This is an optimization exercise on Yosys and OpenROAD, whose aim is small area, not a production implementation. The RTL of this run was laid out without a check of its function. No activity file was given, so power comes from the tool's default toggle rates.

File: flow/config.mk
export PLATFORM = sky130hd
export DESIGN_NAME = cla64_reg
export DESIGN_NICKNAME = cla64_reg
export VERILOG_FILES = /design/flow/design.v
export SDC_FILE = /design/flow/constraint.sdc
export NUM_CORES = 4
export LEC_CHECK = 0
export ABC_CLOCK_PERIOD_IN_PS = 3000
export CAP_MARGIN = 20
export CORE_MARGIN = 2
export CORE_UTILIZATION = 60
export GPL_TIMING_DRIVEN = 0
export SLEW_MARGIN = 20
export SYNTH_HIERARCHICAL = 1
export SYNTH_MINIMUM_KEEP_SIZE = 0
File: flow/constraint.sdc
create_clock -name core_clock -period 3.0 [get_ports {clk}]
set_input_delay 0.6000 -clock core_clock [delete_from_list [all_inputs] [get_ports {clk}]]
set_output_delay 0.6000 -clock core_clock [all_outputs]
set_load 0.01 [all_outputs]
File: flow/design.v
module Carry_Look_Ahead_64bit(
	input	wire	[63:0]	A, B,
	input	wire		Cin,
	output	wire	[63:0]	S,
	output	wire		Cout
);
	wire	p0;
	wire	g0;
	wire	cn1;
	wire	pn1;
	wire	gn1;
	wire	c2;
	wire	p2;
	wire	g2;
	wire	cn3;
	wire	pn3;
	wire	gn3;
	wire	c4;
	wire	Cx1;
	wire	pn4;
	wire	gn4;
	wire	c5;
	wire	pn5;
	wire	gn5;
	wire	h1_2;
	wire	pp1_2;
	wire	cn6;
	wire	p6;
	wire	g6;
	wire	hn1_3;
	wire	ppn1_3;
	wire	c7;
	wire	pn7;
	wire	gn7;
	wire	h1_4;
	wire	pp1_4;
	wire	bc1n;
	wire	Cx2;
	wire	pn8;
	wire	gn8;
	wire	c9;
	wire	pn9;
	wire	gn9;
	wire	h2_2;
	wire	pp2_2;
	wire	cn10;
	wire	p10;
	wire	g10;
	wire	hn2_3;
	wire	ppn2_3;
	wire	c11;
	wire	pn11;
	wire	gn11;
	wire	h2_4;
	wire	pp2_4;
	wire	cn12;
	wire	p12;
	wire	g12;
	wire	hn2_5;
	wire	ppn2_5;
	wire	bc2;
	wire	Cx3;
	wire	pn13;
	wire	gn13;
	wire	c14;
	wire	pn14;
	wire	gn14;
	wire	h3_2;
	wire	pp3_2;
	wire	cn15;
	wire	p15;
	wire	g15;
	wire	hn3_3;
	wire	ppn3_3;
	wire	c16;
	wire	pn16;
	wire	gn16;
	wire	h3_4;
	wire	pp3_4;
	wire	cn17;
	wire	p17;
	wire	g17;
	wire	hn3_5;
	wire	ppn3_5;
	wire	c18;
	wire	pn18;
	wire	gn18;
	wire	h3_6;
	wire	pp3_6;
	wire	bc3n;
	wire	Cx4;
	wire	pn19;
	wire	gn19;
	wire	c20;
	wire	pn20;
	wire	gn20;
	wire	h4_2;
	wire	pp4_2;
	wire	cn21;
	wire	p21;
	wire	g21;
	wire	hn4_3;
	wire	ppn4_3;
	wire	c22;
	wire	pn22;
	wire	gn22;
	wire	h4_4;
	wire	pp4_4;
	wire	cn23;
	wire	p23;
	wire	g23;
	wire	hn4_5;
	wire	ppn4_5;
	wire	c24;
	wire	pn24;
	wire	gn24;
	wire	h4_6;
	wire	pp4_6;
	wire	cn25;
	wire	p25;
	wire	g25;
	wire	hn4_7;
	wire	ppn4_7;
	wire	bc4;
	wire	Cx5;
	wire	pn26;
	wire	gn26;
	wire	c27;
	wire	pn27;
	wire	gn27;
	wire	h5_2;
	wire	pp5_2;
	wire	cn28;
	wire	p28;
	wire	g28;
	wire	hn5_3;
	wire	ppn5_3;
	wire	c29;
	wire	pn29;
	wire	gn29;
	wire	h5_4;
	wire	pp5_4;
	wire	cn30;
	wire	p30;
	wire	g30;
	wire	hn5_5;
	wire	ppn5_5;
	wire	c31;
	wire	pn31;
	wire	gn31;
	wire	h5_6;
	wire	pp5_6;
	wire	bc5n;
	wire	Cx6;
	wire	pn32;
	wire	gn32;
	wire	c33;
	wire	pn33;
	wire	gn33;
	wire	h6_2;
	wire	pp6_2;
	wire	cn34;
	wire	p34;
	wire	g34;
	wire	hn6_3;
	wire	ppn6_3;
	wire	c35;
	wire	pn35;
	wire	gn35;
	wire	h6_4;
	wire	pp6_4;
	wire	cn36;
	wire	p36;
	wire	g36;
	wire	hn6_5;
	wire	ppn6_5;
	wire	c37;
	wire	pn37;
	wire	gn37;
	wire	h6_6;
	wire	pp6_6;
	wire	cn38;
	wire	p38;
	wire	g38;
	wire	hn6_7;
	wire	ppn6_7;
	wire	bc6;
	wire	Cx7;
	wire	pn39;
	wire	gn39;
	wire	c40;
	wire	pn40;
	wire	gn40;
	wire	h7_2;
	wire	pp7_2;
	wire	cn41;
	wire	p41;
	wire	g41;
	wire	hn7_3;
	wire	ppn7_3;
	wire	c42;
	wire	pn42;
	wire	gn42;
	wire	h7_4;
	wire	pp7_4;
	wire	cn43;
	wire	p43;
	wire	g43;
	wire	hn7_5;
	wire	ppn7_5;
	wire	c44;
	wire	pn44;
	wire	gn44;
	wire	h7_6;
	wire	pp7_6;
	wire	cn45;
	wire	p45;
	wire	g45;
	wire	hn7_7;
	wire	ppn7_7;
	wire	c46;
	wire	pn46;
	wire	gn46;
	wire	h7_8;
	wire	pp7_8;
	wire	bc7n;
	wire	Cx8;
	wire	pn47;
	wire	gn47;
	wire	c48;
	wire	pn48;
	wire	gn48;
	wire	h8_2;
	wire	pp8_2;
	wire	cn49;
	wire	p49;
	wire	g49;
	wire	hn8_3;
	wire	ppn8_3;
	wire	c50;
	wire	pn50;
	wire	gn50;
	wire	h8_4;
	wire	pp8_4;
	wire	cn51;
	wire	p51;
	wire	g51;
	wire	hn8_5;
	wire	ppn8_5;
	wire	c52;
	wire	pn52;
	wire	gn52;
	wire	h8_6;
	wire	pp8_6;
	wire	cn53;
	wire	p53;
	wire	g53;
	wire	hn8_7;
	wire	ppn8_7;
	wire	c54;
	wire	pn54;
	wire	gn54;
	wire	h8_8;
	wire	pp8_8;
	wire	cn55;
	wire	p55;
	wire	g55;
	wire	hn8_9;
	wire	ppn8_9;
	wire	bc8;
	wire	Cx9;
	wire	pn56;
	wire	gn56;
	wire	c57;
	wire	pn57;
	wire	gn57;
	wire	h9_2;
	wire	pp9_2;
	wire	cn58;
	wire	p58;
	wire	g58;
	wire	hn9_3;
	wire	ppn9_3;
	wire	c59;
	wire	pn59;
	wire	gn59;
	wire	h9_4;
	wire	pp9_4;
	wire	cn60;
	wire	p60;
	wire	g60;
	wire	hn9_5;
	wire	ppn9_5;
	wire	c61;
	wire	pn61;
	wire	gn61;
	wire	h9_6;
	wire	pp9_6;
	wire	cn62;
	wire	p62;
	wire	g62;
	wire	hn9_7;
	wire	ppn9_7;
	wire	c63;
	wire	pn63;
	wire	gn63;
	wire	h9_8;
	wire	pp9_8;
	wire	bc9n;
	ha_pg u1(.a(A[0]), .b(B[0]), .p(p0), .g(g0));
	xor2 u2(.a(p0), .b(Cin), .y(S[0]));
	aoi21 u3(.a1(p0), .a2(Cin), .b1(g0), .y(cn1));
	xnor2 u4(.a(A[1]), .b(B[1]), .y(pn1));
	nand2 u5(.a(A[1]), .b(B[1]), .y(gn1));
	xor2 u6(.a(pn1), .b(cn1), .y(S[1]));
	oai21 u7(.a1(pn1), .a2(cn1), .b1(gn1), .y(c2));
	ha_pg u8(.a(A[2]), .b(B[2]), .p(p2), .g(g2));
	xor2 u9(.a(p2), .b(c2), .y(S[2]));
	aoi21 u10(.a1(p2), .a2(c2), .b1(g2), .y(cn3));
	xnor2 u11(.a(A[3]), .b(B[3]), .y(pn3));
	nand2 u12(.a(A[3]), .b(B[3]), .y(gn3));
	xor2 u13(.a(pn3), .b(cn3), .y(S[3]));
	oai21 u14(.a1(pn3), .a2(cn3), .b1(gn3), .y(c4));
	inv u15(.a(c4), .y(Cx1));
	xnor2 u16(.a(A[4]), .b(B[4]), .y(pn4));
	nand2 u17(.a(A[4]), .b(B[4]), .y(gn4));
	xnor2 u18(.a(pn4), .b(c4), .y(S[4]));
	oai21 u19(.a1(pn4), .a2(Cx1), .b1(gn4), .y(c5));
	xnor2 u20(.a(A[5]), .b(B[5]), .y(pn5));
	nand2 u21(.a(A[5]), .b(B[5]), .y(gn5));
	xnor2 u22(.a(pn5), .b(c5), .y(S[5]));
	oai21 u23(.a1(pn5), .a2(gn4), .b1(gn5), .y(h1_2));
	nor2 u24(.a(pn4), .b(pn5), .y(pp1_2));
	aoi21 u25(.a1(pp1_2), .a2(c4), .b1(h1_2), .y(cn6));
	ha_pg u26(.a(A[6]), .b(B[6]), .p(p6), .g(g6));
	xnor2 u27(.a(p6), .b(cn6), .y(S[6]));
	aoi21 u28(.a1(p6), .a2(h1_2), .b1(g6), .y(hn1_3));
	nand2 u29(.a(pp1_2), .b(p6), .y(ppn1_3));
	oai21 u30(.a1(ppn1_3), .a2(Cx1), .b1(hn1_3), .y(c7));
	xnor2 u31(.a(A[7]), .b(B[7]), .y(pn7));
	nand2 u32(.a(A[7]), .b(B[7]), .y(gn7));
	xnor2 u33(.a(pn7), .b(c7), .y(S[7]));
	oai21 u34(.a1(pn7), .a2(hn1_3), .b1(gn7), .y(h1_4));
	nor2 u35(.a(ppn1_3), .b(pn7), .y(pp1_4));
	aoi21 u36(.a1(pp1_4), .a2(c4), .b1(h1_4), .y(bc1n));
	inv u37(.a(bc1n), .y(Cx2));
	xnor2 u38(.a(A[8]), .b(B[8]), .y(pn8));
	nand2 u39(.a(A[8]), .b(B[8]), .y(gn8));
	xnor2 u40(.a(pn8), .b(Cx2), .y(S[8]));
	oai21 u41(.a1(pn8), .a2(bc1n), .b1(gn8), .y(c9));
	xnor2 u42(.a(A[9]), .b(B[9]), .y(pn9));
	nand2 u43(.a(A[9]), .b(B[9]), .y(gn9));
	xnor2 u44(.a(pn9), .b(c9), .y(S[9]));
	oai21 u45(.a1(pn9), .a2(gn8), .b1(gn9), .y(h2_2));
	nor2 u46(.a(pn8), .b(pn9), .y(pp2_2));
	aoi21 u47(.a1(pp2_2), .a2(Cx2), .b1(h2_2), .y(cn10));
	ha_pg u48(.a(A[10]), .b(B[10]), .p(p10), .g(g10));
	xnor2 u49(.a(p10), .b(cn10), .y(S[10]));
	aoi21 u50(.a1(p10), .a2(h2_2), .b1(g10), .y(hn2_3));
	nand2 u51(.a(pp2_2), .b(p10), .y(ppn2_3));
	oai21 u52(.a1(ppn2_3), .a2(bc1n), .b1(hn2_3), .y(c11));
	xnor2 u53(.a(A[11]), .b(B[11]), .y(pn11));
	nand2 u54(.a(A[11]), .b(B[11]), .y(gn11));
	xnor2 u55(.a(pn11), .b(c11), .y(S[11]));
	oai21 u56(.a1(pn11), .a2(hn2_3), .b1(gn11), .y(h2_4));
	nor2 u57(.a(ppn2_3), .b(pn11), .y(pp2_4));
	aoi21 u58(.a1(pp2_4), .a2(Cx2), .b1(h2_4), .y(cn12));
	ha_pg u59(.a(A[12]), .b(B[12]), .p(p12), .g(g12));
	xnor2 u60(.a(p12), .b(cn12), .y(S[12]));
	aoi21 u61(.a1(p12), .a2(h2_4), .b1(g12), .y(hn2_5));
	nand2 u62(.a(pp2_4), .b(p12), .y(ppn2_5));
	oai21 u63(.a1(ppn2_5), .a2(bc1n), .b1(hn2_5), .y(bc2));
	inv u64(.a(bc2), .y(Cx3));
	xnor2 u65(.a(A[13]), .b(B[13]), .y(pn13));
	nand2 u66(.a(A[13]), .b(B[13]), .y(gn13));
	xnor2 u67(.a(pn13), .b(bc2), .y(S[13]));
	oai21 u68(.a1(pn13), .a2(Cx3), .b1(gn13), .y(c14));
	xnor2 u69(.a(A[14]), .b(B[14]), .y(pn14));
	nand2 u70(.a(A[14]), .b(B[14]), .y(gn14));
	xnor2 u71(.a(pn14), .b(c14), .y(S[14]));
	oai21 u72(.a1(pn14), .a2(gn13), .b1(gn14), .y(h3_2));
	nor2 u73(.a(pn13), .b(pn14), .y(pp3_2));
	aoi21 u74(.a1(pp3_2), .a2(bc2), .b1(h3_2), .y(cn15));
	ha_pg u75(.a(A[15]), .b(B[15]), .p(p15), .g(g15));
	xnor2 u76(.a(p15), .b(cn15), .y(S[15]));
	aoi21 u77(.a1(p15), .a2(h3_2), .b1(g15), .y(hn3_3));
	nand2 u78(.a(pp3_2), .b(p15), .y(ppn3_3));
	oai21 u79(.a1(ppn3_3), .a2(Cx3), .b1(hn3_3), .y(c16));
	xnor2 u80(.a(A[16]), .b(B[16]), .y(pn16));
	nand2 u81(.a(A[16]), .b(B[16]), .y(gn16));
	xnor2 u82(.a(pn16), .b(c16), .y(S[16]));
	oai21 u83(.a1(pn16), .a2(hn3_3), .b1(gn16), .y(h3_4));
	nor2 u84(.a(ppn3_3), .b(pn16), .y(pp3_4));
	aoi21 u85(.a1(pp3_4), .a2(bc2), .b1(h3_4), .y(cn17));
	ha_pg u86(.a(A[17]), .b(B[17]), .p(p17), .g(g17));
	xnor2 u87(.a(p17), .b(cn17), .y(S[17]));
	aoi21 u88(.a1(p17), .a2(h3_4), .b1(g17), .y(hn3_5));
	nand2 u89(.a(pp3_4), .b(p17), .y(ppn3_5));
	oai21 u90(.a1(ppn3_5), .a2(Cx3), .b1(hn3_5), .y(c18));
	xnor2 u91(.a(A[18]), .b(B[18]), .y(pn18));
	nand2 u92(.a(A[18]), .b(B[18]), .y(gn18));
	xnor2 u93(.a(pn18), .b(c18), .y(S[18]));
	oai21 u94(.a1(pn18), .a2(hn3_5), .b1(gn18), .y(h3_6));
	nor2 u95(.a(ppn3_5), .b(pn18), .y(pp3_6));
	aoi21 u96(.a1(pp3_6), .a2(bc2), .b1(h3_6), .y(bc3n));
	inv u97(.a(bc3n), .y(Cx4));
	xnor2 u98(.a(A[19]), .b(B[19]), .y(pn19));
	nand2 u99(.a(A[19]), .b(B[19]), .y(gn19));
	xnor2 u100(.a(pn19), .b(Cx4), .y(S[19]));
	oai21 u101(.a1(pn19), .a2(bc3n), .b1(gn19), .y(c20));
	xnor2 u102(.a(A[20]), .b(B[20]), .y(pn20));
	nand2 u103(.a(A[20]), .b(B[20]), .y(gn20));
	xnor2 u104(.a(pn20), .b(c20), .y(S[20]));
	oai21 u105(.a1(pn20), .a2(gn19), .b1(gn20), .y(h4_2));
	nor2 u106(.a(pn19), .b(pn20), .y(pp4_2));
	aoi21 u107(.a1(pp4_2), .a2(Cx4), .b1(h4_2), .y(cn21));
	ha_pg u108(.a(A[21]), .b(B[21]), .p(p21), .g(g21));
	xnor2 u109(.a(p21), .b(cn21), .y(S[21]));
	aoi21 u110(.a1(p21), .a2(h4_2), .b1(g21), .y(hn4_3));
	nand2 u111(.a(pp4_2), .b(p21), .y(ppn4_3));
	oai21 u112(.a1(ppn4_3), .a2(bc3n), .b1(hn4_3), .y(c22));
	xnor2 u113(.a(A[22]), .b(B[22]), .y(pn22));
	nand2 u114(.a(A[22]), .b(B[22]), .y(gn22));
	xnor2 u115(.a(pn22), .b(c22), .y(S[22]));
	oai21 u116(.a1(pn22), .a2(hn4_3), .b1(gn22), .y(h4_4));
	nor2 u117(.a(ppn4_3), .b(pn22), .y(pp4_4));
	aoi21 u118(.a1(pp4_4), .a2(Cx4), .b1(h4_4), .y(cn23));
	ha_pg u119(.a(A[23]), .b(B[23]), .p(p23), .g(g23));
	xnor2 u120(.a(p23), .b(cn23), .y(S[23]));
	aoi21 u121(.a1(p23), .a2(h4_4), .b1(g23), .y(hn4_5));
	nand2 u122(.a(pp4_4), .b(p23), .y(ppn4_5));
	oai21 u123(.a1(ppn4_5), .a2(bc3n), .b1(hn4_5), .y(c24));
	xnor2 u124(.a(A[24]), .b(B[24]), .y(pn24));
	nand2 u125(.a(A[24]), .b(B[24]), .y(gn24));
	xnor2 u126(.a(pn24), .b(c24), .y(S[24]));
	oai21 u127(.a1(pn24), .a2(hn4_5), .b1(gn24), .y(h4_6));
	nor2 u128(.a(ppn4_5), .b(pn24), .y(pp4_6));
	aoi21 u129(.a1(pp4_6), .a2(Cx4), .b1(h4_6), .y(cn25));
	ha_pg u130(.a(A[25]), .b(B[25]), .p(p25), .g(g25));
	xnor2 u131(.a(p25), .b(cn25), .y(S[25]));
	aoi21 u132(.a1(p25), .a2(h4_6), .b1(g25), .y(hn4_7));
	nand2 u133(.a(pp4_6), .b(p25), .y(ppn4_7));
	oai21 u134(.a1(ppn4_7), .a2(bc3n), .b1(hn4_7), .y(bc4));
	inv u135(.a(bc4), .y(Cx5));
	xnor2 u136(.a(A[26]), .b(B[26]), .y(pn26));
	nand2 u137(.a(A[26]), .b(B[26]), .y(gn26));
	xnor2 u138(.a(pn26), .b(bc4), .y(S[26]));
	oai21 u139(.a1(pn26), .a2(Cx5), .b1(gn26), .y(c27));
	xnor2 u140(.a(A[27]), .b(B[27]), .y(pn27));
	nand2 u141(.a(A[27]), .b(B[27]), .y(gn27));
	xnor2 u142(.a(pn27), .b(c27), .y(S[27]));
	oai21 u143(.a1(pn27), .a2(gn26), .b1(gn27), .y(h5_2));
	nor2 u144(.a(pn26), .b(pn27), .y(pp5_2));
	aoi21 u145(.a1(pp5_2), .a2(bc4), .b1(h5_2), .y(cn28));
	ha_pg u146(.a(A[28]), .b(B[28]), .p(p28), .g(g28));
	xnor2 u147(.a(p28), .b(cn28), .y(S[28]));
	aoi21 u148(.a1(p28), .a2(h5_2), .b1(g28), .y(hn5_3));
	nand2 u149(.a(pp5_2), .b(p28), .y(ppn5_3));
	oai21 u150(.a1(ppn5_3), .a2(Cx5), .b1(hn5_3), .y(c29));
	xnor2 u151(.a(A[29]), .b(B[29]), .y(pn29));
	nand2 u152(.a(A[29]), .b(B[29]), .y(gn29));
	xnor2 u153(.a(pn29), .b(c29), .y(S[29]));
	oai21 u154(.a1(pn29), .a2(hn5_3), .b1(gn29), .y(h5_4));
	nor2 u155(.a(ppn5_3), .b(pn29), .y(pp5_4));
	aoi21 u156(.a1(pp5_4), .a2(bc4), .b1(h5_4), .y(cn30));
	ha_pg u157(.a(A[30]), .b(B[30]), .p(p30), .g(g30));
	xnor2 u158(.a(p30), .b(cn30), .y(S[30]));
	aoi21 u159(.a1(p30), .a2(h5_4), .b1(g30), .y(hn5_5));
	nand2 u160(.a(pp5_4), .b(p30), .y(ppn5_5));
	oai21 u161(.a1(ppn5_5), .a2(Cx5), .b1(hn5_5), .y(c31));
	xnor2 u162(.a(A[31]), .b(B[31]), .y(pn31));
	nand2 u163(.a(A[31]), .b(B[31]), .y(gn31));
	xnor2 u164(.a(pn31), .b(c31), .y(S[31]));
	oai21 u165(.a1(pn31), .a2(hn5_5), .b1(gn31), .y(h5_6));
	nor2 u166(.a(ppn5_5), .b(pn31), .y(pp5_6));
	aoi21 u167(.a1(pp5_6), .a2(bc4), .b1(h5_6), .y(bc5n));
	inv u168(.a(bc5n), .y(Cx6));
	xnor2 u169(.a(A[32]), .b(B[32]), .y(pn32));
	nand2 u170(.a(A[32]), .b(B[32]), .y(gn32));
	xnor2 u171(.a(pn32), .b(Cx6), .y(S[32]));
	oai21 u172(.a1(pn32), .a2(bc5n), .b1(gn32), .y(c33));
	xnor2 u173(.a(A[33]), .b(B[33]), .y(pn33));
	nand2 u174(.a(A[33]), .b(B[33]), .y(gn33));
	xnor2 u175(.a(pn33), .b(c33), .y(S[33]));
	oai21 u176(.a1(pn33), .a2(gn32), .b1(gn33), .y(h6_2));
	nor2 u177(.a(pn32), .b(pn33), .y(pp6_2));
	aoi21 u178(.a1(pp6_2), .a2(Cx6), .b1(h6_2), .y(cn34));
	ha_pg u179(.a(A[34]), .b(B[34]), .p(p34), .g(g34));
	xnor2 u180(.a(p34), .b(cn34), .y(S[34]));
	aoi21 u181(.a1(p34), .a2(h6_2), .b1(g34), .y(hn6_3));
	nand2 u182(.a(pp6_2), .b(p34), .y(ppn6_3));
	oai21 u183(.a1(ppn6_3), .a2(bc5n), .b1(hn6_3), .y(c35));
	xnor2 u184(.a(A[35]), .b(B[35]), .y(pn35));
	nand2 u185(.a(A[35]), .b(B[35]), .y(gn35));
	xnor2 u186(.a(pn35), .b(c35), .y(S[35]));
	oai21 u187(.a1(pn35), .a2(hn6_3), .b1(gn35), .y(h6_4));
	nor2 u188(.a(ppn6_3), .b(pn35), .y(pp6_4));
	aoi21 u189(.a1(pp6_4), .a2(Cx6), .b1(h6_4), .y(cn36));
	ha_pg u190(.a(A[36]), .b(B[36]), .p(p36), .g(g36));
	xnor2 u191(.a(p36), .b(cn36), .y(S[36]));
	aoi21 u192(.a1(p36), .a2(h6_4), .b1(g36), .y(hn6_5));
	nand2 u193(.a(pp6_4), .b(p36), .y(ppn6_5));
	oai21 u194(.a1(ppn6_5), .a2(bc5n), .b1(hn6_5), .y(c37));
	xnor2 u195(.a(A[37]), .b(B[37]), .y(pn37));
	nand2 u196(.a(A[37]), .b(B[37]), .y(gn37));
	xnor2 u197(.a(pn37), .b(c37), .y(S[37]));
	oai21 u198(.a1(pn37), .a2(hn6_5), .b1(gn37), .y(h6_6));
	nor2 u199(.a(ppn6_5), .b(pn37), .y(pp6_6));
	aoi21 u200(.a1(pp6_6), .a2(Cx6), .b1(h6_6), .y(cn38));
	ha_pg u201(.a(A[38]), .b(B[38]), .p(p38), .g(g38));
	xnor2 u202(.a(p38), .b(cn38), .y(S[38]));
	aoi21 u203(.a1(p38), .a2(h6_6), .b1(g38), .y(hn6_7));
	nand2 u204(.a(pp6_6), .b(p38), .y(ppn6_7));
	oai21 u205(.a1(ppn6_7), .a2(bc5n), .b1(hn6_7), .y(bc6));
	inv u206(.a(bc6), .y(Cx7));
	xnor2 u207(.a(A[39]), .b(B[39]), .y(pn39));
	nand2 u208(.a(A[39]), .b(B[39]), .y(gn39));
	xnor2 u209(.a(pn39), .b(bc6), .y(S[39]));
	oai21 u210(.a1(pn39), .a2(Cx7), .b1(gn39), .y(c40));
	xnor2 u211(.a(A[40]), .b(B[40]), .y(pn40));
	nand2 u212(.a(A[40]), .b(B[40]), .y(gn40));
	xnor2 u213(.a(pn40), .b(c40), .y(S[40]));
	oai21 u214(.a1(pn40), .a2(gn39), .b1(gn40), .y(h7_2));
	nor2 u215(.a(pn39), .b(pn40), .y(pp7_2));
	aoi21 u216(.a1(pp7_2), .a2(bc6), .b1(h7_2), .y(cn41));
	ha_pg u217(.a(A[41]), .b(B[41]), .p(p41), .g(g41));
	xnor2 u218(.a(p41), .b(cn41), .y(S[41]));
	aoi21 u219(.a1(p41), .a2(h7_2), .b1(g41), .y(hn7_3));
	nand2 u220(.a(pp7_2), .b(p41), .y(ppn7_3));
	oai21 u221(.a1(ppn7_3), .a2(Cx7), .b1(hn7_3), .y(c42));
	xnor2 u222(.a(A[42]), .b(B[42]), .y(pn42));
	nand2 u223(.a(A[42]), .b(B[42]), .y(gn42));
	xnor2 u224(.a(pn42), .b(c42), .y(S[42]));
	oai21 u225(.a1(pn42), .a2(hn7_3), .b1(gn42), .y(h7_4));
	nor2 u226(.a(ppn7_3), .b(pn42), .y(pp7_4));
	aoi21 u227(.a1(pp7_4), .a2(bc6), .b1(h7_4), .y(cn43));
	ha_pg u228(.a(A[43]), .b(B[43]), .p(p43), .g(g43));
	xnor2 u229(.a(p43), .b(cn43), .y(S[43]));
	aoi21 u230(.a1(p43), .a2(h7_4), .b1(g43), .y(hn7_5));
	nand2 u231(.a(pp7_4), .b(p43), .y(ppn7_5));
	oai21 u232(.a1(ppn7_5), .a2(Cx7), .b1(hn7_5), .y(c44));
	xnor2 u233(.a(A[44]), .b(B[44]), .y(pn44));
	nand2 u234(.a(A[44]), .b(B[44]), .y(gn44));
	xnor2 u235(.a(pn44), .b(c44), .y(S[44]));
	oai21 u236(.a1(pn44), .a2(hn7_5), .b1(gn44), .y(h7_6));
	nor2 u237(.a(ppn7_5), .b(pn44), .y(pp7_6));
	aoi21 u238(.a1(pp7_6), .a2(bc6), .b1(h7_6), .y(cn45));
	ha_pg u239(.a(A[45]), .b(B[45]), .p(p45), .g(g45));
	xnor2 u240(.a(p45), .b(cn45), .y(S[45]));
	aoi21 u241(.a1(p45), .a2(h7_6), .b1(g45), .y(hn7_7));
	nand2 u242(.a(pp7_6), .b(p45), .y(ppn7_7));
	oai21 u243(.a1(ppn7_7), .a2(Cx7), .b1(hn7_7), .y(c46));
	xnor2 u244(.a(A[46]), .b(B[46]), .y(pn46));
	nand2 u245(.a(A[46]), .b(B[46]), .y(gn46));
	xnor2 u246(.a(pn46), .b(c46), .y(S[46]));
	oai21 u247(.a1(pn46), .a2(hn7_7), .b1(gn46), .y(h7_8));
	nor2 u248(.a(ppn7_7), .b(pn46), .y(pp7_8));
	aoi21 u249(.a1(pp7_8), .a2(bc6), .b1(h7_8), .y(bc7n));
	inv u250(.a(bc7n), .y(Cx8));
	xnor2 u251(.a(A[47]), .b(B[47]), .y(pn47));
	nand2 u252(.a(A[47]), .b(B[47]), .y(gn47));
	xnor2 u253(.a(pn47), .b(Cx8), .y(S[47]));
	oai21 u254(.a1(pn47), .a2(bc7n), .b1(gn47), .y(c48));
	xnor2 u255(.a(A[48]), .b(B[48]), .y(pn48));
	nand2 u256(.a(A[48]), .b(B[48]), .y(gn48));
	xnor2 u257(.a(pn48), .b(c48), .y(S[48]));
	oai21 u258(.a1(pn48), .a2(gn47), .b1(gn48), .y(h8_2));
	nor2 u259(.a(pn47), .b(pn48), .y(pp8_2));
	aoi21 u260(.a1(pp8_2), .a2(Cx8), .b1(h8_2), .y(cn49));
	ha_pg u261(.a(A[49]), .b(B[49]), .p(p49), .g(g49));
	xnor2 u262(.a(p49), .b(cn49), .y(S[49]));
	aoi21 u263(.a1(p49), .a2(h8_2), .b1(g49), .y(hn8_3));
	nand2 u264(.a(pp8_2), .b(p49), .y(ppn8_3));
	oai21 u265(.a1(ppn8_3), .a2(bc7n), .b1(hn8_3), .y(c50));
	xnor2 u266(.a(A[50]), .b(B[50]), .y(pn50));
	nand2 u267(.a(A[50]), .b(B[50]), .y(gn50));
	xnor2 u268(.a(pn50), .b(c50), .y(S[50]));
	oai21 u269(.a1(pn50), .a2(hn8_3), .b1(gn50), .y(h8_4));
	nor2 u270(.a(ppn8_3), .b(pn50), .y(pp8_4));
	aoi21 u271(.a1(pp8_4), .a2(Cx8), .b1(h8_4), .y(cn51));
	ha_pg u272(.a(A[51]), .b(B[51]), .p(p51), .g(g51));
	xnor2 u273(.a(p51), .b(cn51), .y(S[51]));
	aoi21 u274(.a1(p51), .a2(h8_4), .b1(g51), .y(hn8_5));
	nand2 u275(.a(pp8_4), .b(p51), .y(ppn8_5));
	oai21 u276(.a1(ppn8_5), .a2(bc7n), .b1(hn8_5), .y(c52));
	xnor2 u277(.a(A[52]), .b(B[52]), .y(pn52));
	nand2 u278(.a(A[52]), .b(B[52]), .y(gn52));
	xnor2 u279(.a(pn52), .b(c52), .y(S[52]));
	oai21 u280(.a1(pn52), .a2(hn8_5), .b1(gn52), .y(h8_6));
	nor2 u281(.a(ppn8_5), .b(pn52), .y(pp8_6));
	aoi21 u282(.a1(pp8_6), .a2(Cx8), .b1(h8_6), .y(cn53));
	ha_pg u283(.a(A[53]), .b(B[53]), .p(p53), .g(g53));
	xnor2 u284(.a(p53), .b(cn53), .y(S[53]));
	aoi21 u285(.a1(p53), .a2(h8_6), .b1(g53), .y(hn8_7));
	nand2 u286(.a(pp8_6), .b(p53), .y(ppn8_7));
	oai21 u287(.a1(ppn8_7), .a2(bc7n), .b1(hn8_7), .y(c54));
	xnor2 u288(.a(A[54]), .b(B[54]), .y(pn54));
	nand2 u289(.a(A[54]), .b(B[54]), .y(gn54));
	xnor2 u290(.a(pn54), .b(c54), .y(S[54]));
	oai21 u291(.a1(pn54), .a2(hn8_7), .b1(gn54), .y(h8_8));
	nor2 u292(.a(ppn8_7), .b(pn54), .y(pp8_8));
	aoi21 u293(.a1(pp8_8), .a2(Cx8), .b1(h8_8), .y(cn55));
	ha_pg u294(.a(A[55]), .b(B[55]), .p(p55), .g(g55));
	xnor2 u295(.a(p55), .b(cn55), .y(S[55]));
	aoi21 u296(.a1(p55), .a2(h8_8), .b1(g55), .y(hn8_9));
	nand2 u297(.a(pp8_8), .b(p55), .y(ppn8_9));
	oai21 u298(.a1(ppn8_9), .a2(bc7n), .b1(hn8_9), .y(bc8));
	inv u299(.a(bc8), .y(Cx9));
	xnor2 u300(.a(A[56]), .b(B[56]), .y(pn56));
	nand2 u301(.a(A[56]), .b(B[56]), .y(gn56));
	xnor2 u302(.a(pn56), .b(bc8), .y(S[56]));
	oai21 u303(.a1(pn56), .a2(Cx9), .b1(gn56), .y(c57));
	xnor2 u304(.a(A[57]), .b(B[57]), .y(pn57));
	nand2 u305(.a(A[57]), .b(B[57]), .y(gn57));
	xnor2 u306(.a(pn57), .b(c57), .y(S[57]));
	oai21 u307(.a1(pn57), .a2(gn56), .b1(gn57), .y(h9_2));
	nor2 u308(.a(pn56), .b(pn57), .y(pp9_2));
	aoi21 u309(.a1(pp9_2), .a2(bc8), .b1(h9_2), .y(cn58));
	ha_pg u310(.a(A[58]), .b(B[58]), .p(p58), .g(g58));
	xnor2 u311(.a(p58), .b(cn58), .y(S[58]));
	aoi21 u312(.a1(p58), .a2(h9_2), .b1(g58), .y(hn9_3));
	nand2 u313(.a(pp9_2), .b(p58), .y(ppn9_3));
	oai21 u314(.a1(ppn9_3), .a2(Cx9), .b1(hn9_3), .y(c59));
	xnor2 u315(.a(A[59]), .b(B[59]), .y(pn59));
	nand2 u316(.a(A[59]), .b(B[59]), .y(gn59));
	xnor2 u317(.a(pn59), .b(c59), .y(S[59]));
	oai21 u318(.a1(pn59), .a2(hn9_3), .b1(gn59), .y(h9_4));
	nor2 u319(.a(ppn9_3), .b(pn59), .y(pp9_4));
	aoi21 u320(.a1(pp9_4), .a2(bc8), .b1(h9_4), .y(cn60));
	ha_pg u321(.a(A[60]), .b(B[60]), .p(p60), .g(g60));
	xnor2 u322(.a(p60), .b(cn60), .y(S[60]));
	aoi21 u323(.a1(p60), .a2(h9_4), .b1(g60), .y(hn9_5));
	nand2 u324(.a(pp9_4), .b(p60), .y(ppn9_5));
	oai21 u325(.a1(ppn9_5), .a2(Cx9), .b1(hn9_5), .y(c61));
	xnor2 u326(.a(A[61]), .b(B[61]), .y(pn61));
	nand2 u327(.a(A[61]), .b(B[61]), .y(gn61));
	xnor2 u328(.a(pn61), .b(c61), .y(S[61]));
	oai21 u329(.a1(pn61), .a2(hn9_5), .b1(gn61), .y(h9_6));
	nor2 u330(.a(ppn9_5), .b(pn61), .y(pp9_6));
	aoi21 u331(.a1(pp9_6), .a2(bc8), .b1(h9_6), .y(cn62));
	ha_pg u332(.a(A[62]), .b(B[62]), .p(p62), .g(g62));
	xnor2 u333(.a(p62), .b(cn62), .y(S[62]));
	aoi21 u334(.a1(p62), .a2(h9_6), .b1(g62), .y(hn9_7));
	nand2 u335(.a(pp9_6), .b(p62), .y(ppn9_7));
	oai21 u336(.a1(ppn9_7), .a2(Cx9), .b1(hn9_7), .y(c63));
	xnor2 u337(.a(A[63]), .b(B[63]), .y(pn63));
	nand2 u338(.a(A[63]), .b(B[63]), .y(gn63));
	xnor2 u339(.a(pn63), .b(c63), .y(S[63]));
	oai21 u340(.a1(pn63), .a2(hn9_7), .b1(gn63), .y(h9_8));
	nor2 u341(.a(ppn9_7), .b(pn63), .y(pp9_8));
	aoi21 u342(.a1(pp9_8), .a2(bc8), .b1(h9_8), .y(bc9n));
	inv u343(.a(bc9n), .y(Cout));
endmodule
module ha_pg(input wire a, input wire b, output wire p, output wire g);
	assign p = a ^ b;
	assign g = a & b;
endmodule
module xor2(input wire a, input wire b, output wire y);
	assign y = a ^ b;
endmodule
module xnor2(input wire a, input wire b, output wire y);
	assign y = ~(a ^ b);
endmodule
module nand2(input wire a, input wire b, output wire y);
	assign y = ~(a & b);
endmodule
module nor2(input wire a, input wire b, output wire y);
	assign y = ~(a | b);
endmodule
module inv(input wire a, output wire y);
	assign y = ~a;
endmodule
module aoi21(input wire a1, input wire a2, input wire b1, output wire y);
	assign y = ~(a1 & a2 | b1);
endmodule
module oai21(input wire a1, input wire a2, input wire b1, output wire y);
	assign y = ~((a1 | a2) & b1);
endmodule
module cla64_reg(
	input	wire		clk,
	input	wire	[63:0]	A,
	input	wire	[63:0]	B,
	input	wire		Cin,
	output	reg	[63:0]	S,
	output	reg		Cout
);
	wire	[64:0]	sum;
	reg	[64:0]	sum_r;
Carry_Look_Ahead_64bit u_add(.A(A), .B(B), .Cin(Cin), .S(sum[63:0]), .Cout(sum[64]));
always @(posedge clk) begin
	sum_r <= sum;
	{Cout, S} <= sum_r;
end
endmodule
File: flow/flow/run.sh
#!/bin/bash
# Standard ORFS layout (the standard.sh) with changes that only affect
# how the layout is built:
#  - after floorplanning, every combinational cell is swapped for the
#    smallest cell of its family (downsize.tcl); the flow's timing repair
#    then sizes up only the cells that need it,
#  - port buffers use the smallest buffer cell,
#  - the clock tree uses small clock buffers and no dummy loads,
#  - after global routing, cells on paths with slack are downsized
#    (ORFS's power recovery step).
set -euo pipefail
export BUFFER_PORTS_ARGS="-buffer_cell sky130_fd_sc_hd__buf_1"
export CTS_ARGS="-sink_clustering_enable -repair_clock_nets -buf_list sky130_fd_sc_hd__clkbuf_4 -dont_use_dummy_load"
export RECOVER_POWER=100
here=$(pwd)
bash standard.sh floorplan > flow_make_floorplan.log 2>&1
res=$here/orfs/results/$FLOW_PLATFORM/cla64_reg/base
cp $res/2_floorplan.odb $res/2_floorplan_synth_sizes.odb
ODB_IN=$res/2_floorplan_synth_sizes.odb ODB_OUT=$res/2_floorplan.odb \
  openroad -no_init -exit flow/downsize.tcl > downsize.log 2>&1
bash standard.sh > flow_make.log 2>&1
File: flow/flow/downsize.tcl
# Swap every combinational cell of the synthesized netlist for the smallest
# cell of its family (same function, lower drive strength), so that later
# timing repair sizes up only the cells that need it.
# usage: openroad -exit downsize.tcl   (env ODB_IN, ODB_OUT)
read_db $::env(ODB_IN)
set db [ord::get_db]
set block [ord::get_db_block]
array set best {}
foreach lib [$db getLibs] {
  foreach m [$lib getMasters] {
    set n [$m getName]
    if {![regexp {^(sky130_fd_sc_hd__[a-z0-9]+)_([0-9]+)$} $n -> base drive]} { continue }
    set a [expr {[$m getWidth] * [$m getHeight]}]
    if {![info exists best($base)] || $a < [lindex $best($base) 1]} {
      set best($base) [list $m $a]
    }
  }
}
set n 0
foreach inst [$block getInsts] {
  set m [$inst getMaster]
  set name [$m getName]
  if {![regexp {^(sky130_fd_sc_hd__[a-z0-9]+)_([0-9]+)$} $name -> base drive]} { continue }
  if {[string match "*df*" $base] || [string match "*clk*" $base] || [string match "*tap*" $base]} { continue }
  set a [expr {[$m getWidth] * [$m getHeight]}]
  set b $best($base)
  if {[lindex $b 1] < $a} {
    $inst swapMaster [lindex $b 0]
    incr n
  }
}
puts "downsize: swapped $n instances"
write_db $::env(ODB_OUT)
File: flow/standard.sh
#!/bin/bash
# synth_recipe.tcl (not shown) runs the flow's synth.tcl, then flattens the netlist and writes it again
# the make line also repeats each setting of config.mk as NAME=value (left out here)
make -C /OpenROAD-flow-scripts/flow DESIGN_CONFIG=/design/flow/config.mk WORK_HOME=/design/flow/orfs CLKGATE_MAP_FILE= SYNTH_SCRIPT=/design/flow/synth_recipe.tcl "${@:-finish}"
==> summary.txt <==
-- worst paths after layout --
check / endpoint / slack [ps] / cells after the start
min reg2reg: S[4] / 310 / 0
max reg2reg: S[52] / 2580 / 0
max: sum_r[60] / 50 / 17
min: S[4] / 310 / 0
-- through the flow --
stage | setup slack [ps] | std cells | power, mW | cell area (um2)
2_1_floorplan | -269 | 473 | 2.85 | 5050
3_3_place_gp | -3240 | 772 | 3.06 | 5630
3_5_place_dp | -3330 | 772 | 3.09 | 5630
4_1_cts | 23.1 | 793 | 3.85 | 5900
5_1_grt | -19.7 | 802 | 4.07 | 5970
6_report | 52.5 | 802 | 3.83 | 5970
-- logic make-up (layout without fill, tap and decap cells) --
logic type / count (synthesis) / count (layout)
flops: 130 / 130
compound gates: 115 / 115
xor+xnor: 103 / 103
simple gates: 90 / 90
fa+ha+maj: 25 / 25
buf+inv: 10 / 234
-- modules after synthesis (local to each module, per instance), a selection --
module	cell area, um2	copies in the design	flip-flops and latches	cells
ha_pg	12.5	25	0	1
nand2	3.75	62	0	1
inv	3.75	10	0	1
nor2	3.75	28	0	1
oai21	5.00	62	0	1
xnor2	8.76	99	0	1
cla64_reg	2600	1	130	130
aoi21	8.76	53	0	1
xor2	8.76	4	0	1
-- state kept, by name, summed over array words and instances (netlist names) --
register	cells
sum_r	65
S	64
Cout	1
-- cells in the final DEF (no fill, tap or decap) --
| master | n |
|---|---|
| sky130_fd_sc_hd__buf_4 | 13 |
| sky130_fd_sc_hd__o21ai_2 | 1 |
| sky130_fd_sc_hd__o21ai_0 | 1 |
| sky130_fd_sc_hd__o21ai_4 | 5 |
| sky130_fd_sc_hd__buf_1 | 194 |
| sky130_fd_sc_hd__nand2_1 | 62 |
| sky130_fd_sc_hd__a21oi_4 | 4 |
| sky130_fd_sc_hd__inv_1 | 9 |
| sky130_fd_sc_hd__nor2_1 | 28 |
| sky130_fd_sc_hd__inv_2 | 1 |
| sky130_fd_sc_hd__clkbuf_4 | 17 |
| sky130_fd_sc_hd__dfxtp_1 | 130 |
| sky130_fd_sc_hd__a21oi_2 | 2 |
| sky130_fd_sc_hd__o21ai_1 | 55 |
| sky130_fd_sc_hd__xor2_1 | 4 |
| sky130_fd_sc_hd__a21oi_1 | 47 |
| sky130_fd_sc_hd__xnor2_1 | 99 |
| sky130_fd_sc_hd__ha_1 | 25 |
-- power by group through the flow --
stage / registers, mW / clock network [mW] / logic [mW]
after floorplan: 2.34 / 0 / 0.506
after global placement: 2.24 / 0 / 0.824
after detailed placement: 2.25 / 0 / 0.837
after CTS: 2.21 / 0.754 / 0.884
after global routing: 2.24 / 0.820 / 1.00
final: 2.21 / 0.721 / 0.902
-- final cells by class --
cell class                      instances  area (um2)  share of cell area [%]
Clock buffer                           17         128                    2.14
Inverter                               10        37.5                   0.629
Multi-Input combinational cell        333        2240                    37.6
Sequential cell                       130        2600                    43.6
Tap cell                              105         131                    2.20
Timing Repair Buffer                  207         826                    13.8
-- per-layer routing --
| metal | vias up | part of all wire (%) | global-route usage [%] |
|---|---|---|---|
| met5 | - | 0 | 0 |
| met4 | 0 | 2.0 | 9.06 |
| met3 | 19 | 11 | 10.9 |
| met2 | 150 | 50 | 35.8 |
| met1 | 1643 | 37 | 19.1 |
| li1 | 2015 | - | - |
-- what timing repair did --
item / in CTS / in global routing
endpoints found under the setup margin: 45 / 9
pin swaps: 5 / 6
resized for setup: 27 / 3
setup buffers: 4 / 9
endpoints found under the hold margin: 0 / 0
==> summary.txt <==
=====================================================================================
Result of the run                                                        finished clean
Post-DR wirelength/cell                                                       11.4 um
Max H-tree Level                                                                    4
Cell chosen for the clock root                                           sky130_fd_sc_hd__clkbuf_4
Slowest library cell on the worst path                                   sky130_fd_sc_hd__ha_1
Start-to-end type of the worst setup path                                   in -> reg
Startpoint of the worst setup timing path                                        B[0]
Fin crit period                                                               2950 ps
Io pins                                                                           195
Xor and xnor fraction of the mapped netlist area                                18.2%
Family with the most delay on the worst path                             compound AO/OA/AOI/OAI gates
Post-synthesis share of cell area spent on and, or, nand and nor gates          6.80%
Period utilisation layout                                                       98.2%
Utilization after layout                                                        73.3%
Crit-path max cell delay                                                       330 ps
Number of diodes added for antenna fixing                                           0
Total number of placement rows                                                     33
Bufs on Longest Clock Path                                                          2
Most used flip-flop cell after synthesis                                 sky130_fd_sc_hd__dfxtp_1
Initial antenna violation count                                                     0
DRC violation count after routing                                                   0
CTS Hold Buffers Added                                                              0
Fraction of synthesis flops using an asynchronous set or reset pin                 0%
CORE AREA                                                                 0.00813 mm2
Area of the mapped netlist                                                0.00497 mm2
Largest net degree at the start of global routing                                  17
Power density of the placed cells                                          642 mW/mm2
Flip-flop and latch count after synthesis                                         130
Gate Count Post-Synth                                                             473
Worst slew margin relative to its limit                                         74.6%
Die area                                                                  0.00902 mm2
Count of flip-flops with a built-in enable after synthesis                          0
Synthesized-area fraction occupied by adder cells                               6.30%
Highest clock rate                                                          0.339 GHz
Die Wd                                                                        95.0 um
Die extent in y                                                               95.0 um
Leakage                                                                       2.27 nW
Avg Vias per Cell                                                                4.77
Psw                                                                           1.06 mW
Most frequent cell on the critical path                                  sky130_fd_sc_hd__o21ai_4
Final sum of negative setup slack                                                0 ps
Count of distinct cell types in the synthesized netlist                             9
Clock insertion delay at the later pin of the skew report                      470 ps
Layout Skew                                                                   18.8 ps
Gr ovfl total                                                                       0
Critical path required time                                                   3400 ps
Yosys top cell area share                                                       52.4%
FILL cells                                                                        613
Sequential fraction of design power                                             57.6%
Number of hold-slack violations in the final timing report                          0
Cell types occupying the most area after synthesis                       sky130_fd_sc_hd__dfxtp_1, sky130_fd_sc_hd__xnor2_1, sky130_fd_sc_hd__a21oi_2, sky130_fd_sc_hd__ha_1, sky130_fd_sc_hd__o21ai_1
Startpoint of the tightest hold check path                                   sum_r[4]
Share of post-route cells with drive strength above 1                           6.17%
Library cell with the highest instance count after synthesis             sky130_fd_sc_hd__dfxtp_1
Reported max-cap violation count                                                    0
First-pass GRT wire length                                                   13900 um
Gpl congestion                                                                  0.829
Top post-synthesis cells by count                                        sky130_fd_sc_hd__dfxtp_1, sky130_fd_sc_hd__xnor2_1, sky130_fd_sc_hd__nand2_1, sky130_fd_sc_hd__o21ai_1, sky130_fd_sc_hd__a21oi_2
Transition time at the pin with the least slew margin                          378 ps
Share of the synthesized area in compound gates (AO/OA/AOI/OAI)                 15.6%
Clock buffer count from CTS                                                        17
TritonCTS clock tree                                                            built
Syn Area/Cell                                                                10.5 um2
Post-DP HPWL                                                                  7200 um
Total wire length                                                             9150 um
Largest family of logic cells by synthesized area                        XOR/XNOR gates
Number of global-route vias before repair                                        3434
Kind of start point of the critical path                                   input port
Worst-case hold slack                                                          312 ps
Cell internal pwr                                                             2.76 mW
Global Route Usage Sum                                                          20.2%
Final count of pins violating max slew                                              0
Min-delay worst type                                                       reg -> reg
Initial core utilization                                                        61.1%
Mux cell area share after synthesis                                                0%
Clock slew at reported path FFs                                                 90 ps
I/O Buffers                                                                       194
Total setup violations reported at the end of the flow                              0
Worst Path Max Fanout                                                               5
Combinational Power Share                                                       23.6%
Via count                                                                        3827
Worst voltage drop across the vdd grid                                     0.000250 V
Net count after synthesis                                                         628
Iteration-0 DRC count of the detailed router                                       61
# clock sinks                                                                     130
Number of nets in the layout                                                      854
Category of the worst setup path capture point                              flip-flop
Detailed Routing Iterations Pass 1                                                  6
Library cell with the largest summed area after synthesis                sky130_fd_sc_hd__dfxtp_1
Area growth from synthesis to final layout                                      20.1%
Cells traversed along the worst timing path                              buf_1, ha_1, a21oi_2, o21ai_2, a21oi_2, o21ai_4, a21oi_4, o21ai_4, a21oi_4, o21ai_4, a21oi_4, o21ai_4, a21oi_4, o21ai_4, buf_4, a21oi_1, xnor2_1
Fraction of power spent switching nets                                          27.8%
Warning count from the yosys run                                                    7
Source of the worst register-to-register timing path                        sum_r[52]
Register area share after synthesis                                             52.4%
WP data arrival                                                               3350 ps
Portion of total power attributed to the clock network                          18.8%
Antenna Nets Post-Route                                                             0
Buf+Inv Stages, Crit Path                                                           2
=====================================================================================

## static timing again, ports no longer ideal
Ports are ideal in the flow. The routed layout listed here was re-timed in OpenROAD.
Step 1, drivers: a clkbuf_16 drives clk and a buf_2 each remaining input, both assumed.
Step 2 adds t to the input delays and takes it off the output delays; t is the mean of the earliest and latest rising clock arrival at the registers after step 1. Input paths then give back, and output paths get back, about the clock's delay inside the block.
Slacks: ideal ports / drivers / drivers and shift; pairs: ideal ports / drivers.
t (ns): 0.489
setup slack, ns: 0.053 / 0.062 / -0.427
worst slew at a driven data input, ns: 0.05
Met with ideal ports but missed after step 2: setup timing in this run. For this run, drivers alone change the setup slack by +0.009 ns; drivers and shift together by -0.480 ns.
